This design comes from an exercise in tuning for small area, a short achievable clock period and few clock cycles on the open sky130 flow, not from production work. At most, simulation tests tie the RTL to the original design; equivalence was not proved. Only the layout flow was run in run 2; the RTL was not checked for function there.

<file path="flow/config.mk">
export PLATFORM = sky130hd
export DESIGN_NAME = goldschmidt_divider_q4_4
export DESIGN_NICKNAME = goldschmidt_divider_q4_4
export VERILOG_FILES = /design/flow/design.v
export SDC_FILE = /design/flow/constraint.sdc
export NUM_CORES = 4
export LEC_CHECK = 0
export ABC_AREA = 1
export CAP_MARGIN = 20
export CORE_MARGIN = 2
export CORE_UTILIZATION = 40
export SETUP_SLACK_MARGIN = 1.5
export SLEW_MARGIN = 20
</file>
<file path="flow/constraint.sdc">
create_clock -name core_clock -period 8.0 [get_ports {clk}]
set_input_delay 1.6000 -clock core_clock [delete_from_list [all_inputs] [get_ports {clk}]]
set_output_delay 1.6000 -clock core_clock [all_outputs]
set_load 0.01 [all_outputs]
</file>
<file path="flow/design.v">
module goldschmidt_divider_q4_4 (
    input  wire       clk,
    input  wire       rst_n,
    input  wire       start,
    input  wire [7:0] numerator,
    input  wire [7:0] denominator,
    output wire [7:0] quotient,
    output reg        valid,
    output reg        error
);
    reg busy;
    always @(posedge clk or negedge rst_n) begin
        if (!rst_n) begin
            busy  <= 1'b0;
            valid <= 1'b0;
        end else begin
            busy  <= start;
            valid <= busy;
        end
    end
    wire       sgn0 = numerator[7] ^ denominator[7];
    wire [7:0] nr0  = numerator[7]   ? -numerator   : numerator;
    wire [7:0] dr0  = denominator[7] ? -denominator : denominator;
    reg [2:0] p0, cls0;
    always @(*) begin
        casez (dr0)
            8'b1???????: begin p0 = 3'd7; cls0 = dr0[6:4]; end
            8'b01??????: begin p0 = 3'd6; cls0 = dr0[5:3]; end
            8'b001?????: begin p0 = 3'd5; cls0 = dr0[4:2]; end
            8'b0001????: begin p0 = 3'd4; cls0 = dr0[3:1]; end
            8'b00001???: begin p0 = 3'd3; cls0 = dr0[2:0]; end
            8'b000001??: begin p0 = 3'd2; cls0 = {dr0[1:0], 1'b0}; end
            8'b0000001?: begin p0 = 3'd1; cls0 = {dr0[0], 2'b0}; end
            default:     begin p0 = 3'd0; cls0 = 3'd0; end
        endcase
    end
    reg [4:0] bd0, bd1;
    reg [2:0] bd2;
    always @(*) begin
        case ({nr0[2:0], 1'b0})
            4'b0000:          bd0 = 5'b00000;
            4'b0010:          bd0 = 5'b00001;
            4'b0100:          bd0 = 5'b00010;
            4'b0110:          bd0 = 5'b00100;
            4'b1000:          bd0 = 5'b11000;
            4'b1010:          bd0 = 5'b10100;
            4'b1100:          bd0 = 5'b10010;
            default:          bd0 = 5'b10001;
        endcase
        case (nr0[5:2])
            4'b0000, 4'b1111: bd1 = 5'b00000;
            4'b0001, 4'b0010: bd1 = 5'b00001;
            4'b0011, 4'b0100: bd1 = 5'b00010;
            4'b0101, 4'b0110: bd1 = 5'b00100;
            4'b0111:          bd1 = 5'b01000;
            4'b1000:          bd1 = 5'b11000;
            4'b1001, 4'b1010: bd1 = 5'b10100;
            4'b1011, 4'b1100: bd1 = 5'b10010;
            default:          bd1 = 5'b10001;
        endcase
        bd2 = {1'b0, nr0[7] | (nr0[6] & nr0[5]), ~nr0[7] & (nr0[6] ^ nr0[5])};
    end
    wire [12:0] k1a0 = ({13{cls0 == 3'd0}} & 13'd7224) |
        ({13{cls0 == 3'd1}} & 13'd6783) |
        ({13{cls0 == 3'd2}} & 13'd6240) |
        ({13{cls0 == 3'd3}} & 13'd5840) |
        ({13{cls0 == 3'd4}} & 13'd5328) |
        ({13{cls0 == 3'd5}} & 13'd5004) |
        ({13{cls0 == 3'd6}} & 13'd4658) |
        ({13{cls0 == 3'd7}} & 13'd4369);
    wire [14:0] k3a0 = ({15{cls0 == 3'd0}} & 15'd21672) |
        ({15{cls0 == 3'd1}} & 15'd20349) |
        ({15{cls0 == 3'd2}} & 15'd18720) |
        ({15{cls0 == 3'd3}} & 15'd17520) |
        ({15{cls0 == 3'd4}} & 15'd15984) |
        ({15{cls0 == 3'd5}} & 15'd15012) |
        ({15{cls0 == 3'd6}} & 15'd13974) |
        ({15{cls0 == 3'd7}} & 15'd13107);
    reg [7:0] rom0;
    always @(*) begin
        case (nr0[6:0])
            7'd0: rom0 = 8'd0;
            7'd1: rom0 = 8'd187;
            7'd2: rom0 = 8'd229;
            7'd3: rom0 = 8'd108;
            7'd4: rom0 = 8'd242;
            7'd5: rom0 = 8'd173;
            7'd6: rom0 = 8'd215;
            7'd7: rom0 = 8'd94;
            7'd8: rom0 = 8'd229;
            7'd9: rom0 = 8'd15;
            7'd10: rom0 = 8'd202;
            7'd11: rom0 = 8'd81;
            7'd12: rom0 = 8'd122;
            7'd13: rom0 = 8'd1;
            7'd14: rom0 = 8'd188;
            7'd15: rom0 = 8'd67;
            7'd16: rom0 = 8'd109;
            7'd17: rom0 = 8'd244;
            7'd18: rom0 = 8'd123;
            7'd19: rom0 = 8'd216;
            7'd20: rom0 = 8'd95;
            7'd21: rom0 = 8'd230;
            7'd22: rom0 = 8'd16;
            7'd23: rom0 = 8'd203;
            7'd24: rom0 = 8'd82;
            7'd25: rom0 = 8'd217;
            7'd26: rom0 = 8'd3;
            7'd27: rom0 = 8'd138;
            7'd28: rom0 = 8'd68;
            7'd29: rom0 = 8'd110;
            7'd30: rom0 = 8'd245;
            7'd31: rom0 = 8'd124;
            7'd32: rom0 = 8'd166;
            7'd33: rom0 = 8'd97;
            7'd34: rom0 = 8'd232;
            7'd35: rom0 = 8'd111;
            7'd36: rom0 = 8'd153;
            7'd37: rom0 = 8'd83;
            7'd38: rom0 = 8'd218;
            7'd39: rom0 = 8'd4;
            7'd40: rom0 = 8'd139;
            7'd41: rom0 = 8'd18;
            7'd42: rom0 = 8'd112;
            7'd43: rom0 = 8'd247;
            7'd44: rom0 = 8'd125;
            7'd45: rom0 = 8'd4;
            7'd46: rom0 = 8'd98;
            7'd47: rom0 = 8'd233;
            7'd48: rom0 = 8'd112;
            7'd49: rom0 = 8'd154;
            7'd50: rom0 = 8'd33;
            7'd51: rom0 = 8'd220;
            7'd52: rom0 = 8'd5;
            7'd53: rom0 = 8'd140;
            7'd54: rom0 = 8'd19;
            7'd55: rom0 = 8'd206;
            7'd56: rom0 = 8'd248;
            7'd57: rom0 = 8'd127;
            7'd58: rom0 = 8'd6;
            7'd59: rom0 = 8'd47;
            7'd60: rom0 = 8'd234;
            7'd61: rom0 = 8'd113;
            7'd62: rom0 = 8'd155;
            7'd63: rom0 = 8'd34;
            7'd64: rom0 = 8'd169;
            7'd65: rom0 = 8'd100;
            7'd66: rom0 = 8'd141;
            7'd67: rom0 = 8'd20;
            7'd68: rom0 = 8'd155;
            7'd69: rom0 = 8'd249;
            7'd70: rom0 = 8'd128;
            7'd71: rom0 = 8'd7;
            7'd72: rom0 = 8'd49;
            7'd73: rom0 = 8'd183;
            7'd74: rom0 = 8'd114;
            7'd75: rom0 = 8'd249;
            7'd76: rom0 = 8'd35;
            7'd77: rom0 = 8'd170;
            7'd78: rom0 = 8'd101;
            7'd79: rom0 = 8'd143;
            7'd80: rom0 = 8'd21;
            7'd81: rom0 = 8'd156;
            7'd82: rom0 = 8'd198;
            7'd83: rom0 = 8'd129;
            7'd84: rom0 = 8'd8;
            7'd85: rom0 = 8'd143;
            7'd86: rom0 = 8'd58;
            7'd87: rom0 = 8'd245;
            7'd88: rom0 = 8'd30;
            7'd89: rom0 = 8'd165;
            7'd90: rom0 = 8'd44;
            7'd91: rom0 = 8'd179;
            7'd92: rom0 = 8'd17;
            7'd93: rom0 = 8'd152;
            7'd94: rom0 = 8'd31;
            7'd95: rom0 = 8'd72;
            7'd96: rom0 = 8'd207;
            7'd97: rom0 = 8'd138;
            7'd98: rom0 = 8'd180;
            7'd99: rom0 = 8'd59;
            7'd100: rom0 = 8'd194;
            7'd101: rom0 = 8'd125;
            7'd102: rom0 = 8'd166;
            7'd103: rom0 = 8'd45;
            7'd104: rom0 = 8'd180;
            7'd105: rom0 = 8'd222;
            7'd106: rom0 = 8'd153;
            7'd107: rom0 = 8'd32;
            7'd108: rom0 = 8'd74;
            7'd109: rom0 = 8'd208;
            7'd110: rom0 = 8'd139;
            7'd111: rom0 = 8'd18;
            7'd112: rom0 = 8'd60;
            7'd113: rom0 = 8'd195;
            7'd114: rom0 = 8'd74;
            7'd115: rom0 = 8'd168;
            7'd116: rom0 = 8'd47;
            7'd117: rom0 = 8'd181;
            7'd118: rom0 = 8'd223;
            7'd119: rom0 = 8'd154;
            7'd120: rom0 = 8'd33;
            7'd121: rom0 = 8'd168;
            7'd122: rom0 = 8'd210;
            7'd123: rom0 = 8'd89;
            7'd124: rom0 = 8'd19;
            7'd125: rom0 = 8'd61;
            7'd126: rom0 = 8'd196;
            7'd127: rom0 = 8'd75;
        endcase
    end
    wire dz0   = (denominator == 8'd0);
    wire eq0   = (nr0 == dr0);
    wire d160  = (dr0 == 8'h10) & nr0[7];
    wire d1280 = (denominator == 8'h80);
    reg [7:0] spec0;
    always @(*) begin
        if (dz0)       spec0 = 8'h00;
        else if (eq0)  spec0 = 8'h10;
        else if (d160) spec0 = 8'h80;
        else           spec0 = rom0;
    end
    reg [4:0]  bdg0, bdg1;
    reg [2:0]  bdg2;
    reg [2:0]  pa, cls;
    reg [11:0] k1r;
    reg [14:0] k3;
    reg        sgna, dza, usespa;
    reg [7:0]  speca;
    always @(posedge clk) begin
        bdg0   <= bd0;
        bdg1   <= bd1;
        bdg2   <= bd2;
        pa     <= p0;
        cls    <= cls0;
        k1r    <= k1a0[11:0];
        k3     <= k3a0;
        sgna   <= sgn0;
        dza    <= dz0;
        usespa <= dz0 | eq0 | d160 | d1280;
        speca  <= spec0;
    end
    wire [12:0] k1 = {1'b1, k1r};
    wire       bs0 = bdg0[4], bs1 = bdg1[4];
    wire [4:1] bm0 = bdg0[3:0], bm1 = bdg1[3:0];
    wire [4:1] bm2 = {2'b00, bdg2[1:0]};
    wire m1_1;
    wire m1_2;
    wire m1_3;
    wire m1_4;
    wire m1_5;
    wire m1_6;
    wire m1_7;
    wire m1_8;
    wire m1_9;
    wire m1_10;
    wire m1_11;
    wire m1_12;
    wire m1_13;
    wire m1_14;
    wire m1_15;
    wire m1_16;
    wire m1_17;
    wire m1_18;
    wire m1_19;
    wire m1_20;
    wire m1_21;
    wire m1_22;
    wire m1_23;
    wire m1_24;
    wire m1_25;
    wire m1_26;
    wire m1_27;
    wire m1_28;
    wire m1_29;
    wire m1_30;
    wire m1_31;
    wire m1_32;
    wire m1_33;
    wire m1_34;
    assign m1_1 = bs1 ^ (bs0 ^ ((bm0[1] & k1[3]) | (bm0[2] & k1[2]) | (bm0[3] & k3[3]) | (bm0[4] & k1[1])));
    assign m1_2 = bs1 & (bs0 ^ ((bm0[1] & k1[3]) | (bm0[2] & k1[2]) | (bm0[3] & k3[3]) | (bm0[4] & k1[1])));
    assign m1_3 = (bs0 ^ ((bm0[1] & k1[4]) | (bm0[2] & k1[3]) | (bm0[3] & k3[4]) | (bm0[4] & k1[2]))) ^ (bs1 ^ ((bm1[1] & k1[1]) | (bm1[2] & k1[0]) | (bm1[3] & k3[1])));
    assign m1_4 = (bs0 ^ ((bm0[1] & k1[4]) | (bm0[2] & k1[3]) | (bm0[3] & k3[4]) | (bm0[4] & k1[2]))) & (bs1 ^ ((bm1[1] & k1[1]) | (bm1[2] & k1[0]) | (bm1[3] & k3[1])));
    assign m1_5 = (bs0 ^ ((bm0[1] & k1[5]) | (bm0[2] & k1[4]) | (bm0[3] & k3[5]) | (bm0[4] & k1[3]))) ^ (bs1 ^ ((bm1[1] & k1[2]) | (bm1[2] & k1[1]) | (bm1[3] & k3[2]) | (bm1[4] & k1[0])));
    assign m1_6 = (bs0 ^ ((bm0[1] & k1[5]) | (bm0[2] & k1[4]) | (bm0[3] & k3[5]) | (bm0[4] & k1[3]))) & (bs1 ^ ((bm1[1] & k1[2]) | (bm1[2] & k1[1]) | (bm1[3] & k3[2]) | (bm1[4] & k1[0])));
    assign m1_7 = (bs0 ^ ((bm0[1] & k1[6]) | (bm0[2] & k1[5]) | (bm0[3] & k3[6]) | (bm0[4] & k1[4]))) ^ (bs1 ^ ((bm1[1] & k1[3]) | (bm1[2] & k1[2]) | (bm1[3] & k3[3]) | (bm1[4] & k1[1]))) ^ ((bm2[1] & k1[0]));
    assign m1_8 = ((bs0 ^ ((bm0[1] & k1[6]) | (bm0[2] & k1[5]) | (bm0[3] & k3[6]) | (bm0[4] & k1[4]))) & (bs1 ^ ((bm1[1] & k1[3]) | (bm1[2] & k1[2]) | (bm1[3] & k3[3]) | (bm1[4] & k1[1])))) | ((bs0 ^ ((bm0[1] & k1[6]) | (bm0[2] & k1[5]) | (bm0[3] & k3[6]) | (bm0[4] & k1[4]))) & ((bm2[1] & k1[0]))) | ((bs1 ^ ((bm1[1] & k1[3]) | (bm1[2] & k1[2]) | (bm1[3] & k3[3]) | (bm1[4] & k1[1]))) & ((bm2[1] & k1[0])));
    assign m1_9 = (bs0 ^ ((bm0[1] & k1[7]) | (bm0[2] & k1[6]) | (bm0[3] & k3[7]) | (bm0[4] & k1[5]))) ^ (bs1 ^ ((bm1[1] & k1[4]) | (bm1[2] & k1[3]) | (bm1[3] & k3[4]) | (bm1[4] & k1[2]))) ^ ((bm2[1] & k1[1]) | (bm2[2] & k1[0]));
    assign m1_10 = ((bs0 ^ ((bm0[1] & k1[7]) | (bm0[2] & k1[6]) | (bm0[3] & k3[7]) | (bm0[4] & k1[5]))) & (bs1 ^ ((bm1[1] & k1[4]) | (bm1[2] & k1[3]) | (bm1[3] & k3[4]) | (bm1[4] & k1[2])))) | ((bs0 ^ ((bm0[1] & k1[7]) | (bm0[2] & k1[6]) | (bm0[3] & k3[7]) | (bm0[4] & k1[5]))) & ((bm2[1] & k1[1]) | (bm2[2] & k1[0]))) | ((bs1 ^ ((bm1[1] & k1[4]) | (bm1[2] & k1[3]) | (bm1[3] & k3[4]) | (bm1[4] & k1[2]))) & ((bm2[1] & k1[1]) | (bm2[2] & k1[0])));
    assign m1_11 = (bs0 ^ ((bm0[1] & k1[8]) | (bm0[2] & k1[7]) | (bm0[3] & k3[8]) | (bm0[4] & k1[6]))) ^ (bs1 ^ ((bm1[1] & k1[5]) | (bm1[2] & k1[4]) | (bm1[3] & k3[5]) | (bm1[4] & k1[3]))) ^ ((bm2[1] & k1[2]) | (bm2[2] & k1[1]));
    assign m1_12 = ((bs0 ^ ((bm0[1] & k1[8]) | (bm0[2] & k1[7]) | (bm0[3] & k3[8]) | (bm0[4] & k1[6]))) & (bs1 ^ ((bm1[1] & k1[5]) | (bm1[2] & k1[4]) | (bm1[3] & k3[5]) | (bm1[4] & k1[3])))) | ((bs0 ^ ((bm0[1] & k1[8]) | (bm0[2] & k1[7]) | (bm0[3] & k3[8]) | (bm0[4] & k1[6]))) & ((bm2[1] & k1[2]) | (bm2[2] & k1[1]))) | ((bs1 ^ ((bm1[1] & k1[5]) | (bm1[2] & k1[4]) | (bm1[3] & k3[5]) | (bm1[4] & k1[3]))) & ((bm2[1] & k1[2]) | (bm2[2] & k1[1])));
    assign m1_13 = (bs0 ^ ((bm0[1] & k1[9]) | (bm0[2] & k1[8]) | (bm0[3] & k3[9]) | (bm0[4] & k1[7]))) ^ (bs1 ^ ((bm1[1] & k1[6]) | (bm1[2] & k1[5]) | (bm1[3] & k3[6]) | (bm1[4] & k1[4]))) ^ ((bm2[1] & k1[3]) | (bm2[2] & k1[2]));
    assign m1_14 = ((bs0 ^ ((bm0[1] & k1[9]) | (bm0[2] & k1[8]) | (bm0[3] & k3[9]) | (bm0[4] & k1[7]))) & (bs1 ^ ((bm1[1] & k1[6]) | (bm1[2] & k1[5]) | (bm1[3] & k3[6]) | (bm1[4] & k1[4])))) | ((bs0 ^ ((bm0[1] & k1[9]) | (bm0[2] & k1[8]) | (bm0[3] & k3[9]) | (bm0[4] & k1[7]))) & ((bm2[1] & k1[3]) | (bm2[2] & k1[2]))) | ((bs1 ^ ((bm1[1] & k1[6]) | (bm1[2] & k1[5]) | (bm1[3] & k3[6]) | (bm1[4] & k1[4]))) & ((bm2[1] & k1[3]) | (bm2[2] & k1[2])));
    assign m1_15 = (bs0 ^ ((bm0[1] & k1[10]) | (bm0[2] & k1[9]) | (bm0[3] & k3[10]) | (bm0[4] & k1[8]))) ^ (bs1 ^ ((bm1[1] & k1[7]) | (bm1[2] & k1[6]) | (bm1[3] & k3[7]) | (bm1[4] & k1[5]))) ^ ((bm2[1] & k1[4]) | (bm2[2] & k1[3]));
    assign m1_16 = ((bs0 ^ ((bm0[1] & k1[10]) | (bm0[2] & k1[9]) | (bm0[3] & k3[10]) | (bm0[4] & k1[8]))) & (bs1 ^ ((bm1[1] & k1[7]) | (bm1[2] & k1[6]) | (bm1[3] & k3[7]) | (bm1[4] & k1[5])))) | ((bs0 ^ ((bm0[1] & k1[10]) | (bm0[2] & k1[9]) | (bm0[3] & k3[10]) | (bm0[4] & k1[8]))) & ((bm2[1] & k1[4]) | (bm2[2] & k1[3]))) | ((bs1 ^ ((bm1[1] & k1[7]) | (bm1[2] & k1[6]) | (bm1[3] & k3[7]) | (bm1[4] & k1[5]))) & ((bm2[1] & k1[4]) | (bm2[2] & k1[3])));
    assign m1_17 = (bs0 ^ ((bm0[1] & k1[11]) | (bm0[2] & k1[10]) | (bm0[3] & k3[11]) | (bm0[4] & k1[9]))) ^ (bs1 ^ ((bm1[1] & k1[8]) | (bm1[2] & k1[7]) | (bm1[3] & k3[8]) | (bm1[4] & k1[6]))) ^ ((bm2[1] & k1[5]) | (bm2[2] & k1[4]));
    assign m1_18 = ((bs0 ^ ((bm0[1] & k1[11]) | (bm0[2] & k1[10]) | (bm0[3] & k3[11]) | (bm0[4] & k1[9]))) & (bs1 ^ ((bm1[1] & k1[8]) | (bm1[2] & k1[7]) | (bm1[3] & k3[8]) | (bm1[4] & k1[6])))) | ((bs0 ^ ((bm0[1] & k1[11]) | (bm0[2] & k1[10]) | (bm0[3] & k3[11]) | (bm0[4] & k1[9]))) & ((bm2[1] & k1[5]) | (bm2[2] & k1[4]))) | ((bs1 ^ ((bm1[1] & k1[8]) | (bm1[2] & k1[7]) | (bm1[3] & k3[8]) | (bm1[4] & k1[6]))) & ((bm2[1] & k1[5]) | (bm2[2] & k1[4])));
    assign m1_19 = (bs0 ^ ((bm0[1] & k1[12]) | (bm0[2] & k1[11]) | (bm0[3] & k3[12]) | (bm0[4] & k1[10]))) ^ (bs1 ^ ((bm1[1] & k1[9]) | (bm1[2] & k1[8]) | (bm1[3] & k3[9]) | (bm1[4] & k1[7]))) ^ ((bm2[1] & k1[6]) | (bm2[2] & k1[5]));
    assign m1_20 = ((bs0 ^ ((bm0[1] & k1[12]) | (bm0[2] & k1[11]) | (bm0[3] & k3[12]) | (bm0[4] & k1[10]))) & (bs1 ^ ((bm1[1] & k1[9]) | (bm1[2] & k1[8]) | (bm1[3] & k3[9]) | (bm1[4] & k1[7])))) | ((bs0 ^ ((bm0[1] & k1[12]) | (bm0[2] & k1[11]) | (bm0[3] & k3[12]) | (bm0[4] & k1[10]))) & ((bm2[1] & k1[6]) | (bm2[2] & k1[5]))) | ((bs1 ^ ((bm1[1] & k1[9]) | (bm1[2] & k1[8]) | (bm1[3] & k3[9]) | (bm1[4] & k1[7]))) & ((bm2[1] & k1[6]) | (bm2[2] & k1[5])));
    assign m1_21 = (bs0 ^ ((bm0[2] & k1[12]) | (bm0[3] & k3[13]) | (bm0[4] & k1[11]))) ^ (bs1 ^ ((bm1[1] & k1[10]) | (bm1[2] & k1[9]) | (bm1[3] & k3[10]) | (bm1[4] & k1[8]))) ^ ((bm2[1] & k1[7]) | (bm2[2] & k1[6]));
    assign m1_22 = ((bs0 ^ ((bm0[2] & k1[12]) | (bm0[3] & k3[13]) | (bm0[4] & k1[11]))) & (bs1 ^ ((bm1[1] & k1[10]) | (bm1[2] & k1[9]) | (bm1[3] & k3[10]) | (bm1[4] & k1[8])))) | ((bs0 ^ ((bm0[2] & k1[12]) | (bm0[3] & k3[13]) | (bm0[4] & k1[11]))) & ((bm2[1] & k1[7]) | (bm2[2] & k1[6]))) | ((bs1 ^ ((bm1[1] & k1[10]) | (bm1[2] & k1[9]) | (bm1[3] & k3[10]) | (bm1[4] & k1[8]))) & ((bm2[1] & k1[7]) | (bm2[2] & k1[6])));
    assign m1_23 = (bs0 ^ ((bm0[3] & k3[14]) | (bm0[4] & k1[12]))) ^ (bs1 ^ ((bm1[1] & k1[11]) | (bm1[2] & k1[10]) | (bm1[3] & k3[11]) | (bm1[4] & k1[9]))) ^ ((bm2[1] & k1[8]) | (bm2[2] & k1[7]));
    assign m1_24 = ((bs0 ^ ((bm0[3] & k3[14]) | (bm0[4] & k1[12]))) & (bs1 ^ ((bm1[1] & k1[11]) | (bm1[2] & k1[10]) | (bm1[3] & k3[11]) | (bm1[4] & k1[9])))) | ((bs0 ^ ((bm0[3] & k3[14]) | (bm0[4] & k1[12]))) & ((bm2[1] & k1[8]) | (bm2[2] & k1[7]))) | ((bs1 ^ ((bm1[1] & k1[11]) | (bm1[2] & k1[10]) | (bm1[3] & k3[11]) | (bm1[4] & k1[9]))) & ((bm2[1] & k1[8]) | (bm2[2] & k1[7])));
    assign m1_25 = bs0 ^ (bs1 ^ ((bm1[1] & k1[12]) | (bm1[2] & k1[11]) | (bm1[3] & k3[12]) | (bm1[4] & k1[10]))) ^ ((bm2[1] & k1[9]) | (bm2[2] & k1[8]));
    assign m1_26 = (bs0 & (bs1 ^ ((bm1[1] & k1[12]) | (bm1[2] & k1[11]) | (bm1[3] & k3[12]) | (bm1[4] & k1[10])))) | (bs0 & ((bm2[1] & k1[9]) | (bm2[2] & k1[8]))) | ((bs1 ^ ((bm1[1] & k1[12]) | (bm1[2] & k1[11]) | (bm1[3] & k3[12]) | (bm1[4] & k1[10]))) & ((bm2[1] & k1[9]) | (bm2[2] & k1[8])));
    assign m1_27 = bs0 ^ (bs1 ^ ((bm1[2] & k1[12]) | (bm1[3] & k3[13]) | (bm1[4] & k1[11]))) ^ ((bm2[1] & k1[10]) | (bm2[2] & k1[9]));
    assign m1_28 = (bs0 & (bs1 ^ ((bm1[2] & k1[12]) | (bm1[3] & k3[13]) | (bm1[4] & k1[11])))) | (bs0 & ((bm2[1] & k1[10]) | (bm2[2] & k1[9]))) | ((bs1 ^ ((bm1[2] & k1[12]) | (bm1[3] & k3[13]) | (bm1[4] & k1[11]))) & ((bm2[1] & k1[10]) | (bm2[2] & k1[9])));
    assign m1_29 = bs0 ^ (bs1 ^ ((bm1[3] & k3[14]) | (bm1[4] & k1[12]))) ^ ((bm2[1] & k1[11]) | (bm2[2] & k1[10]));
    assign m1_30 = (bs0 & (bs1 ^ ((bm1[3] & k3[14]) | (bm1[4] & k1[12])))) | (bs0 & ((bm2[1] & k1[11]) | (bm2[2] & k1[10]))) | ((bs1 ^ ((bm1[3] & k3[14]) | (bm1[4] & k1[12]))) & ((bm2[1] & k1[11]) | (bm2[2] & k1[10])));
    assign m1_31 = ~bs0 ^ ~bs1 ^ ((bm2[1] & k1[12]) | (bm2[2] & k1[11]));
    assign m1_32 = (~bs0 & ~bs1) | (~bs0 & ((bm2[1] & k1[12]) | (bm2[2] & k1[11]))) | (~bs1 & ((bm2[1] & k1[12]) | (bm2[2] & k1[11])));
    assign m1_33 = 1'b1 ^ ((bm2[2] & k1[12]));
    assign m1_34 = 1'b1 & ((bm2[2] & k1[12]));
    wire [19:0] x_a = {m1_33, m1_31, m1_29, m1_27, m1_25, m1_23, m1_21, m1_19, m1_17, m1_15, m1_13, m1_11, m1_9, m1_7, m1_5, m1_3, m1_1, (bs0 ^ ((bm0[1] & k1[2]) | (bm0[2] & k1[1]) | (bm0[3] & k3[2]) | (bm0[4] & k1[0]))), (bs0 ^ ((bm0[1] & k1[1]) | (bm0[2] & k1[0]) | (bm0[3] & k3[1]))), bs0};
    wire [19:0] x_b = {m1_32, m1_30, m1_28, m1_26, m1_24, m1_22, m1_20, m1_18, m1_16, m1_14, m1_12, m1_10, m1_8, m1_6, m1_4, m1_2, (bs1 ^ ((bm1[1] & k1[0]) | (bm1[3] & k3[0]))), 1'b0, 1'b0, (bs0 ^ ((bm0[1] & k1[0]) | (bm0[3] & k3[0])))};
    wire [19:0] x  = x_a + x_b;
    wire [11:0] n2 = x[19:8];
    wire [1:0] s3 = ({2{cls == 3'd1}} & 2'd1) |
        ({2{cls == 3'd2}} & 2'd2) |
        ({2{cls == 3'd3}} & 2'd2) |
        ({2{cls == 3'd4}} & 2'd2) |
        ({2{cls == 3'd5}} & 2'd2) |
        ({2{cls == 3'd6}} & 2'd2) |
        ({2{cls == 3'd7}} & 2'd2);
    wire [1:0] es = ({2{cls == 3'd0}} & 2'd1) |
        ({2{cls == 3'd2}} & 2'd2) |
        ({2{cls == 3'd4}} & 2'd1);
    wire [2:0] e1 = ({3{cls == 3'd0}} & 3'd1) |
        ({3{cls == 3'd1}} & 3'd4) |
        ({3{cls == 3'd2}} & 3'd7) |
        ({3{cls == 3'd3}} & 3'd2) |
        ({3{cls == 3'd4}} & 3'd1) |
        ({3{cls == 3'd7}} & 3'd1);
    wire [2:0] e2 = ({3{cls == 3'd0}} & 3'd4) |
        ({3{cls == 3'd1}} & 3'd1) |
        ({3{cls == 3'd3}} & 3'd1) |
        ({3{cls == 3'd4}} & 3'd2) |
        ({3{cls == 3'd5}} & 3'd1) |
        ({3{cls == 3'd6}} & 3'd1);
    wire [19:0] c2 = ({20{cls == 3'd0}} & 20'd1040385) |
        ({20{cls == 3'd2}} & 20'd1015812) |
        ({20{cls == 3'd4}} & 20'd1040385);
    wire es_0 = es[0], es_1 = es[1];
    wire e1_0 = e1[0], e1_1 = e1[1], e1_2 = e1[2];
    wire e2_0 = e2[0], e2_1 = e2[1], e2_2 = e2[2];
    wire m2_1;
    wire m2_2;
    wire m2_3;
    wire m2_4;
    wire m2_5;
    wire m2_6;
    wire m2_7;
    wire m2_8;
    wire m2_9;
    wire m2_10;
    wire m2_11;
    wire m2_12;
    wire m2_13;
    wire m2_14;
    wire m2_15;
    wire m2_16;
    wire m2_17;
    wire m2_18;
    wire m2_19;
    wire m2_20;
    wire m2_21;
    wire m2_22;
    wire m2_23;
    wire m2_24;
    wire m2_25;
    wire m2_26;
    wire m2_27;
    wire m2_28;
    wire m2_29;
    wire m2_30;
    wire m2_31;
    wire m2_32;
    wire m2_33;
    wire m2_34;
    wire m2_35;
    wire m2_36;
    wire m2_37;
    wire m2_38;
    wire m2_39;
    wire m2_40;
    wire m2_41;
    wire m2_42;
    wire m2_43;
    wire m2_44;
    wire m2_45;
    wire m2_46;
    wire m2_47;
    wire m2_48;
    wire m2_49;
    wire m2_50;
    wire m2_51;
    wire m2_52;
    wire m2_53;
    wire m2_54;
    assign m2_1 = n2[0] ^ (es_0 ^ ((e1_0 & n2[8]) | (e2_0 & n2[7])));
    assign m2_2 = n2[0] & (es_0 ^ ((e1_0 & n2[8]) | (e2_0 & n2[7])));
    assign m2_3 = n2[1] ^ (es_0 ^ ((e1_0 & n2[9]) | (e2_0 & n2[8]))) ^ (es_1 ^ ((e1_1 & n2[7]) | (e2_1 & n2[6])));
    assign m2_4 = (n2[1] & (es_0 ^ ((e1_0 & n2[9]) | (e2_0 & n2[8])))) | (n2[1] & (es_1 ^ ((e1_1 & n2[7]) | (e2_1 & n2[6])))) | ((es_0 ^ ((e1_0 & n2[9]) | (e2_0 & n2[8]))) & (es_1 ^ ((e1_1 & n2[7]) | (e2_1 & n2[6]))));
    assign m2_5 = n2[2] ^ (es_0 ^ ((e1_0 & n2[10]) | (e2_0 & n2[9]))) ^ (es_1 ^ ((e1_1 & n2[8]) | (e2_1 & n2[7])));
    assign m2_6 = (n2[2] & (es_0 ^ ((e1_0 & n2[10]) | (e2_0 & n2[9])))) | (n2[2] & (es_1 ^ ((e1_1 & n2[8]) | (e2_1 & n2[7])))) | ((es_0 ^ ((e1_0 & n2[10]) | (e2_0 & n2[9]))) & (es_1 ^ ((e1_1 & n2[8]) | (e2_1 & n2[7]))));
    assign m2_7 = n2[3] ^ (es_0 ^ ((e1_0 & n2[11]) | (e2_0 & n2[10]))) ^ (es_1 ^ ((e1_1 & n2[9]) | (e2_1 & n2[8])));
    assign m2_8 = (n2[3] & (es_0 ^ ((e1_0 & n2[11]) | (e2_0 & n2[10])))) | (n2[3] & (es_1 ^ ((e1_1 & n2[9]) | (e2_1 & n2[8])))) | ((es_0 ^ ((e1_0 & n2[11]) | (e2_0 & n2[10]))) & (es_1 ^ ((e1_1 & n2[9]) | (e2_1 & n2[8]))));
    assign m2_9 = n2[4] ^ (es_0 ^ ((e2_0 & n2[11]))) ^ (es_1 ^ ((e1_1 & n2[10]) | (e2_1 & n2[9])));
    assign m2_10 = (n2[4] & (es_0 ^ ((e2_0 & n2[11])))) | (n2[4] & (es_1 ^ ((e1_1 & n2[10]) | (e2_1 & n2[9])))) | ((es_0 ^ ((e2_0 & n2[11]))) & (es_1 ^ ((e1_1 & n2[10]) | (e2_1 & n2[9]))));
    assign m2_11 = n2[5] ^ c2[13] ^ (es_1 ^ ((e1_1 & n2[11]) | (e2_1 & n2[10])));
    assign m2_12 = (n2[5] & c2[13]) | (n2[5] & (es_1 ^ ((e1_1 & n2[11]) | (e2_1 & n2[10])))) | (c2[13] & (es_1 ^ ((e1_1 & n2[11]) | (e2_1 & n2[10]))));
    assign m2_13 = n2[6] ^ c2[14] ^ (es_1 ^ ((e2_1 & n2[11])));
    assign m2_14 = (n2[6] & c2[14]) | (n2[6] & (es_1 ^ ((e2_1 & n2[11])))) | (c2[14] & (es_1 ^ ((e2_1 & n2[11]))));
    assign m2_15 = n2[7] ^ c2[15];
    assign m2_16 = n2[7] & c2[15];
    assign m2_17 = n2[8] ^ c2[16];
    assign m2_18 = n2[8] & c2[16];
    assign m2_19 = c2[2] ^ (es_0 ^ ((e1_0 & n2[2]) | (e2_0 & n2[1])));
    assign m2_20 = c2[2] & (es_0 ^ ((e1_0 & n2[2]) | (e2_0 & n2[1])));
    assign m2_21 = (es_0 ^ ((e1_0 & n2[3]) | (e2_0 & n2[2]))) ^ (es_1 ^ ((e1_1 & n2[1]) | (e2_1 & n2[0])));
    assign m2_22 = (es_0 ^ ((e1_0 & n2[3]) | (e2_0 & n2[2]))) & (es_1 ^ ((e1_1 & n2[1]) | (e2_1 & n2[0])));
    assign m2_23 = (es_0 ^ ((e1_0 & n2[4]) | (e2_0 & n2[3]))) ^ (es_1 ^ ((e1_1 & n2[2]) | (e2_1 & n2[1]))) ^ ((e1_2 & n2[0]));
    assign m2_24 = ((es_0 ^ ((e1_0 & n2[4]) | (e2_0 & n2[3]))) & (es_1 ^ ((e1_1 & n2[2]) | (e2_1 & n2[1])))) | ((es_0 ^ ((e1_0 & n2[4]) | (e2_0 & n2[3]))) & ((e1_2 & n2[0]))) | ((es_1 ^ ((e1_1 & n2[2]) | (e2_1 & n2[1]))) & ((e1_2 & n2[0])));
    assign m2_25 = (es_0 ^ ((e1_0 & n2[5]) | (e2_0 & n2[4]))) ^ (es_1 ^ ((e1_1 & n2[3]) | (e2_1 & n2[2]))) ^ ((e1_2 & n2[1]) | (e2_2 & n2[0]));
    assign m2_26 = ((es_0 ^ ((e1_0 & n2[5]) | (e2_0 & n2[4]))) & (es_1 ^ ((e1_1 & n2[3]) | (e2_1 & n2[2])))) | ((es_0 ^ ((e1_0 & n2[5]) | (e2_0 & n2[4]))) & ((e1_2 & n2[1]) | (e2_2 & n2[0]))) | ((es_1 ^ ((e1_1 & n2[3]) | (e2_1 & n2[2]))) & ((e1_2 & n2[1]) | (e2_2 & n2[0])));
    assign m2_27 = (es_0 ^ ((e1_0 & n2[6]) | (e2_0 & n2[5]))) ^ (es_1 ^ ((e1_1 & n2[4]) | (e2_1 & n2[3]))) ^ ((e1_2 & n2[2]) | (e2_2 & n2[1]));
    assign m2_28 = ((es_0 ^ ((e1_0 & n2[6]) | (e2_0 & n2[5]))) & (es_1 ^ ((e1_1 & n2[4]) | (e2_1 & n2[3])))) | ((es_0 ^ ((e1_0 & n2[6]) | (e2_0 & n2[5]))) & ((e1_2 & n2[2]) | (e2_2 & n2[1]))) | ((es_1 ^ ((e1_1 & n2[4]) | (e2_1 & n2[3]))) & ((e1_2 & n2[2]) | (e2_2 & n2[1])));
    assign m2_29 = (es_0 ^ ((e1_0 & n2[7]) | (e2_0 & n2[6]))) ^ (es_1 ^ ((e1_1 & n2[5]) | (e2_1 & n2[4]))) ^ ((e1_2 & n2[3]) | (e2_2 & n2[2]));
    assign m2_30 = ((es_0 ^ ((e1_0 & n2[7]) | (e2_0 & n2[6]))) & (es_1 ^ ((e1_1 & n2[5]) | (e2_1 & n2[4])))) | ((es_0 ^ ((e1_0 & n2[7]) | (e2_0 & n2[6]))) & ((e1_2 & n2[3]) | (e2_2 & n2[2]))) | ((es_1 ^ ((e1_1 & n2[5]) | (e2_1 & n2[4]))) & ((e1_2 & n2[3]) | (e2_2 & n2[2])));
    assign m2_31 = (es_1 ^ ((e1_1 & n2[6]) | (e2_1 & n2[5]))) ^ ((e1_2 & n2[4]) | (e2_2 & n2[3])) ^ m2_1;
    assign m2_32 = ((es_1 ^ ((e1_1 & n2[6]) | (e2_1 & n2[5]))) & ((e1_2 & n2[4]) | (e2_2 & n2[3]))) | ((es_1 ^ ((e1_1 & n2[6]) | (e2_1 & n2[5]))) & m2_1) | (((e1_2 & n2[4]) | (e2_2 & n2[3])) & m2_1);
    assign m2_33 = ((e1_2 & n2[5]) | (e2_2 & n2[4])) ^ m2_2 ^ m2_3;
    assign m2_34 = (((e1_2 & n2[5]) | (e2_2 & n2[4])) & m2_2) | (((e1_2 & n2[5]) | (e2_2 & n2[4])) & m2_3) | (m2_2 & m2_3);
    assign m2_35 = ((e1_2 & n2[6]) | (e2_2 & n2[5])) ^ m2_4 ^ m2_5;
    assign m2_36 = (((e1_2 & n2[6]) | (e2_2 & n2[5])) & m2_4) | (((e1_2 & n2[6]) | (e2_2 & n2[5])) & m2_5) | (m2_4 & m2_5);
    assign m2_37 = ((e1_2 & n2[7]) | (e2_2 & n2[6])) ^ m2_6 ^ m2_7;
    assign m2_38 = (((e1_2 & n2[7]) | (e2_2 & n2[6])) & m2_6) | (((e1_2 & n2[7]) | (e2_2 & n2[6])) & m2_7) | (m2_6 & m2_7);
    assign m2_39 = ((e1_2 & n2[8]) | (e2_2 & n2[7])) ^ m2_8 ^ m2_9;
    assign m2_40 = (((e1_2 & n2[8]) | (e2_2 & n2[7])) & m2_8) | (((e1_2 & n2[8]) | (e2_2 & n2[7])) & m2_9) | (m2_8 & m2_9);
    assign m2_41 = ((e1_2 & n2[9]) | (e2_2 & n2[8])) ^ m2_10 ^ m2_11;
    assign m2_42 = (((e1_2 & n2[9]) | (e2_2 & n2[8])) & m2_10) | (((e1_2 & n2[9]) | (e2_2 & n2[8])) & m2_11) | (m2_10 & m2_11);
    assign m2_43 = ((e1_2 & n2[10]) | (e2_2 & n2[9])) ^ m2_12 ^ m2_13;
    assign m2_44 = (((e1_2 & n2[10]) | (e2_2 & n2[9])) & m2_12) | (((e1_2 & n2[10]) | (e2_2 & n2[9])) & m2_13) | (m2_12 & m2_13);
    assign m2_45 = m2_15 ^ ((e1_2 & n2[11]) | (e2_2 & n2[10])) ^ m2_14;
    assign m2_46 = (m2_15 & ((e1_2 & n2[11]) | (e2_2 & n2[10]))) | (m2_15 & m2_14) | (((e1_2 & n2[11]) | (e2_2 & n2[10])) & m2_14);
    assign m2_47 = m2_16 ^ m2_17 ^ ((e2_2 & n2[11]));
    assign m2_48 = (m2_16 & m2_17) | (m2_16 & ((e2_2 & n2[11]))) | (m2_17 & ((e2_2 & n2[11])));
    assign m2_49 = n2[9] ^ c2[17] ^ m2_18;
    assign m2_50 = (n2[9] & c2[17]) | (n2[9] & m2_18) | (c2[17] & m2_18);
    assign m2_51 = n2[10] ^ c2[18];
    assign m2_52 = n2[10] & c2[18];
    assign m2_53 = n2[11] ^ c2[19];
    assign m2_54 = n2[11] & c2[19];
    wire [19:0] y_a = {m2_53, m2_51, m2_49, m2_47, m2_45, m2_43, m2_41, m2_39, m2_37, m2_35, m2_33, m2_31, m2_29, m2_27, m2_25, m2_23, m2_21, m2_19, (es_0 ^ ((e1_0 & n2[1]) | (e2_0 & n2[0]))), c2[0]};
    wire [19:0] y_b = {m2_52, m2_50, m2_48, m2_46, m2_44, m2_42, m2_40, m2_38, m2_36, m2_34, m2_32, m2_30, m2_28, m2_26, m2_24, m2_22, m2_20, (es_1 ^ ((e1_1 & n2[0]))), 1'b0, (es_0 ^ ((e1_0 & n2[0])))};
    wire [12:0] ylo = {1'b0, y_a[11:0]} + {1'b0, y_b[11:0]};
    reg [7:0]  yha, yhb;
    reg [3:0]  n3lo;
    reg        cy, sg;
    reg [2:0]  pb;
    reg [1:0]  sb;
    always @(posedge clk) begin
        {yha, n3lo} <= usespa ? {3'd0, speca, 1'b0} : {y_a[19:12], ylo[11:8]};
        yhb   <= usespa ? 8'd0 : y_b[19:12];
        cy    <= ~usespa & ylo[12];
        pb    <= usespa ? 3'd0 : pa;
        sb    <= usespa ? 2'd3 : s3;
        sg    <= sgna;
        error <= dza;
    end
    wire [8:0]  n3c = {yha, 1'b1} + {yhb, cy};    
    wire [11:0] n3  = {n3c[8:1], n3lo};
    wire [5:0]  n3s = (sb == 2'd0) ? n3[11:6] :
                      (sb == 2'd1) ? {1'b0, n3[11:7]} :
                      (sb == 2'd2) ? {2'b0, n3[11:8]} : 6'd0;
    wire [12:0] n4  = {1'b0, n3} + {7'd0, n3s};
    wire [6:0]  ph = 7'd1 << pb;
    wire [8:0]  t = ({9{ph[0]}} & n4[8:0])  | ({9{ph[1]}} & n4[9:1])  |
                    ({9{ph[2]}} & n4[10:2]) | ({9{ph[3]}} & n4[11:3]) |
                    ({9{ph[4]}} & n4[12:4]) | ({9{ph[5]}} & {1'b0, n4[12:5]}) |
                    ({9{ph[6]}} & {2'b0, n4[12:6]});
    assign quotient = (t[8:1] ^ {8{sg}}) + {7'd0, t[0] ^ sg};
endmodule
</file>
<file path="flow/flow/run.sh">
#!/bin/bash
# The standard layout (the standard.sh: ORFS synthesis to the final
# layout, unchanged), with two settings changed: timing repair may swap a cell
# for one of another footprint (sky130hd's platform config restricts repair to
# same-footprint sizes), and the buffer put on every input and output port is
# a buf_2 rather than the resizer's default pick. The whole ORFS run's output
# goes to standard.log.
set -euo pipefail
bash standard.sh MATCH_CELL_FOOTPRINT=0 'BUFFER_PORTS_ARGS=-buffer_cell sky130_fd_sc_hd__buf_2' finish > standard.log 2>&1
</file>
<file path="flow/standard.sh">
#!/bin/bash
# synth_recipe.tcl (not shown) runs the flow's synth.tcl, then flattens the netlist and writes it again
# the make line also repeats each setting of config.mk as NAME=value (left out here)
make -C /OpenROAD-flow-scripts/flow DESIGN_CONFIG=/design/flow/config.mk WORK_HOME=/design/flow/orfs CLKGATE_MAP_FILE= SYNTH_SCRIPT=/design/flow/synth_recipe.tcl "${@:-finish}"
</file>
==> reports/results.ini, run 1 <==
[synth]
synth.distinct_cells = 67
synth_edf_count = 0
yosysWarningCount = 1
ys_seq_area_share_pct = 16.8
ys.flop_type = dfxtp_1
syn_nets = 1680
synth_area_um2 = 10200
synthCells = 1560
yosys-top-cells-area = dfxtp_1 (16%), nand2_1 (14%), ha_1 (8.2%)
synthTopCellsByCount = nand2_1 (379), inv_1 (199), nand3_1 (119)
yosysTopAreaCell = dfxtp_1
postSynthAreaPerCell_um2 = 6.55
synthDominantCellAreaShare_pct = 16.3
synthArstFlopShare_pct = 2.35
yosysMostFrequentCell = nand2_1
synth-seq-cells = 85

[clock_tree]
cts_hold_repair.buffers = 0
numClockSinks = 85
worstSkewPairLatency_ns = 0.35
numCtsBuffers = 9
tritoncts = yes
clock_path_buffers = 2
cts_root_buf = clkbuf_16
h-tree-depth = 3
clkTransAtPathRegs_ns = 0.06

[routing]
num_vias = 10200
drt_iter0_drc = 1043
routedWlPerCell_um = 15.0
ant_nets = 0
via_per_inst = 5.41
drt_wl_total_um = 28300
first_pass_iters = 5
drc = 0

[critical_path]
required_ns = 6.40
arrival_ns = 4.52
max_stage_delay_ns = 0.49
crit_start = yha[0]
worstSetupStartpointType = register
critPathTopFamily = simple AND/OR/NAND/NOR gates
cp_num_buf_inv = 2
reg2reg_from = bdg0[0]
end_kind = primary output
critPathKind = reg -> out
cp_common_cell = nand2_1
critical-path-slowest-cell = fa_1
critPathMaxFanout = 7

[floorplan]
die_h_um = 164
initial_core_util_pct = 40.7
io_pins = 29
core.rowCount = 58
core_area_um2 = 25100
dieArea_um2 = 26800
die_w_um = 164

[timing]
maxSlewViolCount = 0
fin_hold_ws_ns = 0.327
hold_viol = 0
setup_tns_ns = 0
rsz0062_at_grt = no
relSlewSlack_pct = 33.8
layout_min_cycle_time_ns = 6.12
setup-violations-final = 0
fin_crit_sh_pct = 76.5
worst_pin_slew_ns = 0.985
finClkSkew_ns = 0.00997
fmax_ghz = 0.163

[grt]
grt_max_degree = 50
grt.total_usage_pct = 21.5
overflow = 0
antenna_found_initial = 0
grt_pass1_vias = 9667
grt_pass1_wl_um = 47400

[placed_design]
place_congestion = 0.961
dpl.hpwl_um = 22500
io_buffers = 28

[status]
outcome = timing/DRC/antenna clean

[run]
maxCapViolCount = 0

[worst_hold_path]
worstHoldStart = sgna
hp-class = reg -> reg

[final_layout]
syn_to_final_growth_pct = 7.49
nNetsFinal = 1679
drive_above_1_share_pct = 11.5
antenna_cells = 0

==> state kept, by name, indices dropped and copies added, names as in the netlist, 2 cells and up <==
signal,cells
bdg0,5
k1r,11
bdg1,5
pa,3
speca,8
cls,3
n3lo,4
k3,15
yha,8
sb,2
bdg2,2
yhb,8
pb,3
==> cells in the final DEF (no fill, tap or decap), types with 16 or more instances in the layout <==
cell      count
a21oi_1      58
a221oi_1     24
buf_2        28
dfxtp_1      82
fa_1         33
ha_1         62
inv_1       198
inv_2        25
nand2_1     378
nand2_2      19
nand3_1     119
nand4_1      22
nor2_1      110
nor2_2       16
o211ai_1     18
o21ai_0      75
o22ai_1      48
xor2_1       46
==> kinds of logic (layout without fill, tap and decap cells) <==
group,Yosys count,in the layout,synth area share (%)
xor gates and xnor gates,61,61,5.71
DFF,85,85,16.8
adders and majority gates,101,101,14.9
AOI/OAI and AO/OA,296,296,18.6
and+or+nand+nor,738,738,33.5
buffers and inverters,279,283,10.6
==> per-layer routing <==
layer / part of all wire [%] / vias to the layer above / track usage (%) / wire length, µm
met1: 47 / 4640 / 29.3 / 13300
li1: - / 5210 / - / -
met2: 46 / 334 / 35.1 / 12900
met4: 2.4 / 0 / 7.22 / 673
met3: 5.1 / 63 / 2.90 / 1440
met5: 0 / - / 0 / 0
==> per-stage QoR <==
step,setup WS (ns),instances,area [µm²],utilization [%]
2_1_floorplan,2.48,1560,10200,-
3_3_place_gp,2.08,1877,10600,42.3
3_5_place_dp,1.97,1877,10600,42.3
4_1_cts,1.64,1893,10900,43.5
5_1_grt,1.47,1894,11000,43.7
6_report,1.88,1894,11000,43.7
==> layout make-up <==
cell class                 count  area (µm²)
fill                        2694       14100
multi-input combinational   1196        7480
sequential                    85        1710
inverter                     231         873
tap                          330         413
clock buffer                  10         229
timing repair buffer          36         200
clock inverter                 6        72.6
==> timing repair <==
item,4_1_cts,5_1_grt
resized for setup,0,16
buffers inserted,0,1
setup endpoints to repair,0,7
==> final timing paths <==
check | end | slack (ns) | depth (start not counted)
max | quotient[6] | 1.88 | 29
min | sg | 0.33 | 0
max reg2reg | n3lo[3] | 2.11 | 30
min reg2reg | sg | 0.33 | 0
max in group asynchronous | busy | 6.88 | 1
min in group asynchronous | valid | 1.03 | 1
Testbench counts, summed over its fixed seeds: cycles 32,000.
==> run 2, diff against run 1 <==
--- a/flow/design.v
+++ b/flow/design.v
@@ -455,14 +455,14 @@
     wire [19:0] y_a = {m2_53, m2_51, m2_49, m2_47, m2_45, m2_43, m2_41, m2_39, m2_37, m2_35, m2_33, m2_31, m2_29, m2_27, m2_25, m2_23, m2_21, m2_19, (es_0 ^ ((e1_0 & n2[1]) | (e2_0 & n2[0]))), c2[0]};
     wire [19:0] y_b = {m2_52, m2_50, m2_48, m2_46, m2_44, m2_42, m2_40, m2_38, m2_36, m2_34, m2_32, m2_30, m2_28, m2_26, m2_24, m2_22, m2_20, (es_1 ^ ((e1_1 & n2[0]))), 1'b0, (es_0 ^ ((e1_0 & n2[0])))};
-    wire [12:0] ylo = {1'b0, y_a[11:0]} + {1'b0, y_b[11:0]};
-    reg [7:0]  yha, yhb;
-    reg [3:0]  n3lo;
+    wire [14:0] ylo = {1'b0, y_a[13:0]} + {1'b0, y_b[13:0]};
+    reg [5:0]  yha, yhb;
+    reg [5:0]  n3lo;
     reg        cy, sg;
     reg [2:0]  pb;
     reg [1:0]  sb;
     always @(posedge clk) begin
-        {yha, n3lo} <= usespa ? {3'd0, speca, 1'b0} : {y_a[19:12], ylo[11:8]};
-        yhb   <= usespa ? 8'd0 : y_b[19:12];
-        cy    <= ~usespa & ylo[12];
+        {yha, n3lo} <= usespa ? {3'd0, speca, 1'b0} : {y_a[19:14], ylo[13:8]};
+        yhb   <= usespa ? 6'd0 : y_b[19:14];
+        cy    <= ~usespa & ylo[14];
         pb    <= usespa ? 3'd0 : pa;
         sb    <= usespa ? 2'd3 : s3;
@@ -470,6 +470,6 @@
         error <= dza;
     end
-    wire [8:0]  n3c = {yha, 1'b1} + {yhb, cy};    
-    wire [11:0] n3  = {n3c[8:1], n3lo};
+    wire [6:0]  n3c = {yha, 1'b1} + {yhb, cy};    
+    wire [11:0] n3  = {n3c[6:1], n3lo};
     wire [5:0]  n3s = (sb == 2'd0) ? n3[11:6] :
                       (sb == 2'd1) ? {1'b0, n3[11:7]} :
==> flow/flow/run.sh (replaced) <==
#!/bin/bash
set -euo pipefail
bash standard.sh MATCH_CELL_FOOTPRINT=0 'BUFFER_PORTS_ARGS=-buffer_cell sky130_fd_sc_hd__buf_2' finish > standard.log 2>&1
==> reports/results.ini, run 2 <==
[worst_hold_path]
hp-class = reg -> reg
whs_path_depth = 0  ; unchanged

[grt]
grt.total_usage_pct = 22.0  ; +0.45 points
grt_pass1_wl_um = 48400  ; +2.1%
antenna_found_initial = 0  ; unchanged
grt_pass1_vias = 9991  ; +3.4%
overflow = 0  ; unchanged
grt_max_degree = 50  ; unchanged

[critical_path]
cp_common_cell = nand2_1
critPathKind = reg -> out
critPathMaxFanout = 4  ; -3
critPathTopFamily = adder cells
worstSetupStartpointType = register
cp_num_buf_inv = 4  ; +2
cp_num_cells = 27  ; -6.9%
reg2reg_depth = 30  ; unchanged
critical-path-slowest-cell = fa_2
max_stage_delay_ns = 0.42  ; -0.07 ns
end_kind = primary output
required_ns = 6.40  ; about the same
arrival_ns = 4.41  ; -0.11 ns

[synth]
ys_seq_area_share_pct = 16.4  ; -0.38 points
ys.flop_type = dfxtp_1
synth.distinct_cells = 62  ; -7.5%
synthCells = 1604  ; +2.8%
synthTopCellsByCount = nand2_1 (407), inv_1 (217), nand3_1 (155)
postSynthAreaPerCell_um2 = 6.37  ; -2.8%
synthDominantCellAreaShare_pct = 15.9  ; -0.38 points
synthArstFlopShare_pct = 2.41  ; +0.057 points
yosysTopAreaCell = dfxtp_1
yosysMostFrequentCell = nand2_1
synth_edf_count = 0  ; unchanged
yosys-top-cells-area = dfxtp_1 (16%), nand2_1 (15%), ha_1 (8.3%)
yosysWarningCount = 1  ; unchanged
syn_nets = 1725  ; +2.7%
synth_area_um2 = 10200  ; about the same
synth-seq-cells = 83  ; -2.4%

[floorplan]
io_pins = 29  ; unchanged
die_h_um = 164  ; about the same
core.rowCount = 58  ; unchanged
dieArea_um2 = 26800  ; about the same
core_area_um2 = 25100  ; unchanged
initial_core_util_pct = 40.7  ; about the same
die_w_um = 164  ; about the same

[clock_tree]
numCtsBuffers = 9  ; unchanged
numClockSinks = 83  ; -2.4%
cts_root_buf = clkbuf_16
cts_setup_buffers = 0  ; unchanged
worstSkewPairLatency_ns = 0.35  ; about the same
tritoncts = yes
h-tree-depth = 3  ; unchanged
clock_path_buffers = 2  ; unchanged
clkTransAtPathRegs_ns = 0.06  ; about the same

[timing]
setup_ws_ns = 1.99  ; +0.113 ns
rsz0062_at_grt = no
setup_tns_ns = 0  ; unchanged
fin_hold_ws_ns = 0.326  ; -0.00133 ns
layout_min_cycle_time_ns = 6.01  ; -0.113 ns
maxSlewViolCount = 0  ; unchanged
finClkSkew_ns = 0.0135  ; +0.00358 ns
worst_pin_slew_ns = 0.919  ; -0.0662 ns
hold_viol = 0  ; unchanged
fin_crit_sh_pct = 75.1  ; -1.4 points
relSlewSlack_pct = 38.3  ; +4.5 points
setup-violations-final = 0  ; unchanged
fmax_ghz = 0.166  ; +1.9%

[placed_design]
dpl.hpwl_um = 23100  ; +2.9%
place_ws_ns = 1.93  ; -0.0382 ns
io_buffers = 28  ; unchanged
place_congestion = 0.947  ; -1.5%

[final_layout]
postLayoutCoreUtil_pct = 43.6  ; -0.18 points
largest_reg_flops = 15  ; unchanged
antenna_cells = 0  ; unchanged
reg_top3 = k3: 15 flops, k1r: 11 flops, speca: 8 flops
layout_common_cells = nand2_1 (406), inv_1 (214), nand3_1 (155)
regMostFlops = k3
nNetsFinal = 1723  ; +2.6%
syn_to_final_growth_pct = 7.13
drive_above_1_share_pct = 8.34  ; -3.2 points
final_common_cell = nand2_1
fill_cells = 2729  ; +1.3%

[routing]
first_pass_iters = 6  ; +1
drt_wl_total_um = 28900  ; +2.1%
ant_nets = 0  ; unchanged
routedWlPerCell_um = 14.9  ; -0.18%
drc = 0  ; unchanged
drt_iter0_drc = 941  ; -9.8%
num_vias = 10600  ; +3.8%
via_per_inst = 5.49  ; +1.5%

[run]
maxCapViolCount = 0  ; unchanged

[status]
outcome = timing/DRC/antenna clean

## run 2: kinds of logic after synthesis
kind of cell / share of synthesized area, %
simple gates: 34.9
buf+inv: 11.2
compound gates: 17.4
fa+ha+maj: 15.0
flops: 16.4
xor+xnor: 5.13
## run 2: worst paths after layout
check,from,slack [ns],to
max in group asynchronous,rst_n,6.88,busy
max,yha[0],1.99,quotient[6]
min in group asynchronous,rst_n,1.03,valid
max reg2reg,bdg1[1],2.01,n3lo[5]
min reg2reg,sgna,0.33,sg
min,sgna,0.33,sg
## run 2: layout make-up
cell class | count | area (µm²) | share of cell area, %
Clock buffer | 11 | 233 | 2.13
Clock inverter | 5 | 63.8 | 0.583
Sequential cell | 83 | 1670 | 15.3
Timing Repair Buffer | 34 | 185 | 1.69
Tap cell | 330 | 413 | 3.77
Inverter | 245 | 941 | 8.60
Multi-Input combinational cell | 1229 | 7430 | 67.9
## run 2: stage by stage
| step | cells | instance area, µm² |
|---|---|---|
| 6_report | 1937 | 10900 |
| 5_1_grt | 1937 | 10900 |
| 4_1_cts | 1937 | 10900 |
| 3_5_place_dp | 1921 | 10600 |
| 3_3_place_gp | 1921 | 10600 |
| 2_1_floorplan | 1604 | 10200 |
## run 2: layer usage
| metal | GRT usage, % | vias to the layer above | routed length (µm) |
|---|---|---|---|
| met4 | 8.85 | 0 | 903 |
| met3 | 2.78 | 81 | 1540 |
| met1 | 29.3 | 4806 | 13500 |
| met2 | 35.9 | 392 | 13000 |
| li1 | - | 5354 | - |
| met5 | 0 | - | 0 |
## run 2: what timing repair did
action                     4_1_cts  5_1_grt
gates resized for setup          0       15
setup endpoints to repair        0       10
hold buffers                     0        0
hold endpoints to repair         0        0

==> afterwards: timing with drivers on the ports <==
Ports are ideal in the flow. The routed layouts listed here were re-timed in OpenROAD. Step 1 assumes that a clkbuf_16 drives the clock port and a buf_2 every other input. Step 2 adds t to the input delays and takes it off the output delays; t is the mean of the earliest and latest rising clock arrival at the registers after step 1. Input paths then give back, and output paths get back, about the clock's delay inside the block. Three values: ideal ports, drivers, drivers and shift; two values: the first two.
run | t (ns) | setup WS [ns] | worst slew at a driven data input, ns
run 1 | 0.386 | 1.879 / 1.835 / 2.106 | 0.03
run 2 | 0.387 | 1.992 / 1.950 / 2.006 | 0.03
After both steps every run listed still meets setup and hold.
